From an optimization exercise on the open Yosys and OpenROAD flow, aimed at small area; shortcuts taken in it are not production practice. In this exercise RTL edits were held to simulation tests only and were not proved equivalent to the original.

==> flow/design.v, too long to show whole: its modules and the start of the top module <==
// module twiddle_mod: 102 lines
// module mult_r22sdf: 43 lines
// module cmul_r22sdf: 1552 lines
// module bf2i: 48 lines
// module rca: 17 lines
// module bf2ii: 54 lines
// module r22sdf_4pt: 42 lines
// module r22sdf_mod: 63 lines
// module r22sdf_64pt: 80 lines
module r22sdf_64pt#(
	parameter data_resolution	= 16,
	parameter fft_length		= 64
)(
	input								sys_clk,
	input								sys_nrst,
	input								sys_en,
	input	[data_resolution-1 : 0]		din_r,
	input	[data_resolution-1 : 0]		din_i,
	output	[data_resolution-1 : 0]		dout_r,
	output	[data_resolution-1 : 0]		dout_i
);
  // ...
==> flow/run.sh <==
#!/bin/bash
# synth_recipe.tcl (not shown) runs the flow's synth.tcl, then flattens the netlist and writes it again
# the make line also repeats each setting of config.mk as NAME=value (left out here)
make -C /OpenROAD-flow-scripts/flow DESIGN_CONFIG=/design/flow/config.mk WORK_HOME=/design/flow/orfs CLKGATE_MAP_FILE= SYNTH_SCRIPT=/design/flow/synth_recipe.tcl finish
==> flow/config.mk <==
export PLATFORM = sky130hd
export DESIGN_NAME = r22sdf_64pt
export DESIGN_NICKNAME = r22sdf_64pt
export VERILOG_FILES = /design/flow/design.v
export SDC_FILE = /design/flow/constraint.sdc
export NUM_CORES = 4
export LEC_CHECK = 0
export CAP_MARGIN = 20
export CORE_MARGIN = 2
export CORE_UTILIZATION = 55
export CTS_BUF_LIST = sky130_fd_sc_hd__clkbuf_8
export CTS_CLUSTER_DIAMETER = 60
export CTS_CLUSTER_SIZE = 16
export SLEW_MARGIN = 20
==> flow/constraint.sdc <==
create_clock -name core_clock -period 10.0 [get_ports {sys_clk}]
set_input_delay 2.0000 -clock core_clock [delete_from_list [all_inputs] [get_ports {sys_clk}]]
set_output_delay 2.0000 -clock core_clock [all_outputs]
set_load 0.01 [all_outputs]
==> results.sh, run 1 <==
export IMPL_outcome="complete, but fails checks"
export IMPL_so_faults="negative setup slack"
export IMPL_grt_pass1_vias=80760
export IMPL_seqCellArea_um2=78070
export IMPL_relSlewSlack_pct=24.38
export IMPL_syn_mean_instance_area_um2=14.40
export IMPL_die_area_um2=257400
export IMPL_critPathSlowestCell="fa_2"
export IMPL_maxSlewViolCount=0
export IMPL_grtUsageMet1_pct=42.05
export IMPL_path_common_cell="a21o_1"
export IMPL_inv_count=1335
export IMPL_finalSetupViolations=56
export IMPL_fin_cells=13910
export IMPL_period_needed_ns=11.44
export IMPL_fin_ws_ns=-1.443
export IMPL_gr_usage_all_layers_pct=27.76
export IMPL_rows=184
export IMPL_cp_arrival_ns=12.19
export IMPL_rsz0062_at_grt="yes"
export IMPL_use_met3_pct=5.000
export IMPL_crit_buf_inv=8
export IMPL_fmax_mhz=87.39
export IMPL_yosysWarnings=22
export IMPL_initial_utilization_pct=55.38
export IMPL_fillers=18930
export IMPL_htree_levels=4
export IMPL_drt_wl_total_mm=353.5
export IMPL_post_cts_resized=177
==> run 2: changes to the inputs <==
--- a/flow/config.mk
+++ b/flow/config.mk
@@ -9,6 +9,6 @@
 export CORE_MARGIN = 2
 export CORE_UTILIZATION = 55
 export CTS_BUF_LIST = sky130_fd_sc_hd__clkbuf_8
-export CTS_CLUSTER_DIAMETER = 60
-export CTS_CLUSTER_SIZE = 16
+export CTS_CLUSTER_DIAMETER = 70
+export CTS_CLUSTER_SIZE = 18
 export SLEW_MARGIN = 20
==> run 2 against run 1 <==
Net effect: still fails the layout checks on negative setup slack; hold slack worse by 0.035 ns; non-clock buffer count up 17; count of clock-buffer cells in the layout down 23; setup slack worse by 0.080 ns; via count down 0.29%; design area down 0.11%; clock skew down 0.019 ns; register-to-register slack worse by 0.08 ns; routed wire length down 0.21%.
==> results.sh, run 2 <==
export IMPL_synth_top_area_share_pct=55.85
export IMPL_drt_wl_total_mm=352.7
export IMPL_final_period_utilization_pct=115.2
export IMPL_clock_latency_ns=1.04
export IMPL_biggestRegsByFlops="r22sdf_mod_s2.r22sdf_4pt_inst0.bf2i_inst_s0.delay_i x512, r22sdf_mod_s2.r22sdf_4pt_inst0.bf2i_inst_s0.delay_r x512"
export IMPL_syn_inst=9677
export IMPL_path_common_cell="a21o_1"
export IMPL_rsz0062_at_grt="yes"
export IMPL_yosysTopAreaCell="edfxtp_1"
export IMPL_drc=0
export IMPL_cts_sinks=2601
export IMPL_so_faults="negative setup slack"
export IMPL_rows=184
export IMPL_gp_congestion=0.9556
export IMPL_drv_cap=0
export IMPL_cts_buffers=173
export IMPL_outcome="complete, but fails checks"
export IMPL_required_ns=10.77
export IMPL_worst_pin_slew_ns=1.109
export IMPL_grt_max_degree=181
export IMPL_layout_nets=12140
export IMPL_layout_drive_gt1_share_pct=15.89
export IMPL_syn_area_um2=139400
export IMPL_layout_common_cells="2592 x edfxtp_1, 1306 x inv_1, 1130 x fa_1"
export IMPL_area_growth_pct=11.69
export IMPL_core_area_um2=251600
export IMPL_htree_levels=4
export IMPL_initial_utilization_pct=55.38
export IMPL_die_w_um=507.4
export IMPL_clockBufferDepth=3
export IMPL_finalClockSkew_ns=0.1391
export IMPL_timing_worst_setup_path_type="flop to flop"
export IMPL_ys_ff_latch=2601
export IMPL_hold_violations=0
export IMPL_io_buffers=66
export IMPL_vias=78000
export IMPL_gr_usage_all_layers_pct=27.72
export IMPL_cp_arrival_ns=12.29
export IMPL_relSlewSlack_pct=26.03
export IMPL_startpoint_type="flop"
export IMPL_hold_ws_ns=0.3383
export IMPL_ant_nets=0
export IMPL_wl_per_cell_um=25.40
export IMPL_drt_first_pass_iters=8
export IMPL_synth_seq_area_share_pct=56.02
export IMPL_place_ws_ns=-2.273
export IMPL_finalSetupViolations=59
export IMPL_path_clk_slew_ns=0.11
export IMPL_ff2ff_setup_slack_ns=-1.52
export IMPL_path_max_fanout=6
export IMPL_ys_async_sr_fraction_pct=0.3460
export IMPL_fin_ws_ns=-1.524
export IMPL_synthTopCellsByCount="2592 x edfxtp_1, 1320 x inv_1, 1136 x fa_1"
export IMPL_dpl_hpwl_mm=265.1
export IMPL_cts_tree="built"
export IMPL_drt_iter0_drc=7656
export IMPL_vias_per_cell=5.616
export IMPL_synthTopCellsByArea="edfxtp_1 56%, fa_1 16%, ha_1 4.3%, xnor2_1 3.8%, inv_1 3.6%"
export IMPL_fmax_mhz=86.78
export IMPL_yosysWarnings=22
export IMPL_grt_pass1_vias=80640
export IMPL_synth_edf_count=2592
export IMPL_layout_commonest_cell="edfxtp_1"
export IMPL_die_area_um2=257400
export IMPL_critPathSlowestCell="fa_1"
export IMPL_syn_num_nets=11330
export IMPL_grt_overflow_total=0
export IMPL_cpPeakStageDelay_ns=0.56
export IMPL_placed_area_um2=150200
export IMPL_grt_pass1_wl_mm=525.1
export IMPL_syn_mean_instance_area_um2=14.40
export IMPL_ios=67
export IMPL_synth_distinct_cells=97
export IMPL_cts_root_buffer="clkbuf_8"
export IMPL_cp_end_kind="flop"
export IMPL_maxSlewViolCount=0
export IMPL_hp_class="flop to flop"
export IMPL_period_needed_ns=11.52
export IMPL_utilization_pct=61.86
export IMPL_synth_flop_cell="edfxtp_1"
export IMPL_yosysMostFrequentCell="edfxtp_1"
export IMPL_fin_area_um2=155600
export IMPL_fillers=18860
export IMPL_die_height_um=507.4
export IMPL_antenna_found_initial=16
[run 2: cell counts after synthesis]
Identical to the previous run, type by type.
[run 2: critical path: cells and delay by family (launching register included)]
family,cells,cell delay (ns)
AND/OR/NAND/NOR,4,0.69
AO/OA/AOI/OAI,21,3.70
buffers and inverters,8,0.99
flip-flops,1,0.51
adder cells (fa/ha/maj),20,5.49
[run 2: layer usage]
| metal | share of wire, % | global-route usage (%) |
|---|---|---|
| met3 | 6.9 | 4.698 |
| met5 | 0.0065 | 0 |
| met2 | 45 | 41.92 |
| met1 | 45 | 42.12 |
| met4 | 2.9 | 6.961 |
[run 2: logic make-up after synthesis]
group | after synthesis | share of synthesized area, %
buf+inv | 1823 | 5.133
xor+xnor | 1026 | 6.490
compound gates | 1381 | 6.810
flops | 2601 | 56.02
fa+ha+maj | 1617 | 20.64
mux | 134 | 1.169
simple gates | 1095 | 3.744
[run 2: cell type report]
class,count,area [um^2],share of cell area [%]
Sequential cell,2601,78070,50.16
Clock inverter,42,646.9,0.4156
Tap cell,3348,4189,2.691
Clock buffer,173,2381,1.530
Inverter,1335,5030,3.232
Antenna cell,15,37.54,0.02412
Timing Repair Buffer,1121,9473,6.086
Multi-Input combinational cell,5253,55820,35.86
[run 2: per-stage QoR]
stage          setup TNS (ns)  instances
2_1_floorplan               -       9677
3_3_place_gp           -84.87      13600
3_5_place_dp           -84.05      13600
4_1_cts                -55.07      13860
5_1_grt                -70.49      13880
6_report               -50.46      13890
[run 2: repair_timing]
item                       CTS  global route
buffers inserted            57            36
resized for setup          252           172
setup endpoints to repair   65            64
cloned                       2             0
pin swaps                  135           201
hold buffers                 0             0
[run 2: final timing paths]
path,start,end,depth (start not counted)
min in group asynchronous,sys_nrst,phase[4]$_DFFE_PN0P_,1
max in group asynchronous,sys_nrst,phase[3]$_DFFE_PN0P_,1
setup reg to reg,phase[0]$_DFFE_PN0P_,flop,53
hold reg to reg,flop,flop,0
hold / removal,flop,flop,0
setup / recovery,phase[0]$_DFFE_PN0P_,flop,53

-- afterwards: timing with drivers on the ports --
No port has a modelled driver above. Below, the same layouts with a new extraction and two added sets of constraints.
Step 1 assumes that a clkbuf_16 drives the clock port and a buf_2 every other input.
Step 2 adds t to the input delays and takes it off the output delays; t is the mean of the earliest and latest rising clock arrival at the registers after step 1. Input paths then give back, and output paths get back, about the clock's delay inside the block.
Three values: no drivers, after step 1, after step 2; two values: the first two.
| run | shift t [ns] | slack for setup (ns) | worst data-port slew with drivers (ns) |
|---|---|---|---|
| run 1 | 1.064 | -1.443 / -1.443 / -1.443 | 0.10 |
| run 2 | 1.066 | -1.524 / -1.524 / -1.524 | 0.10 |
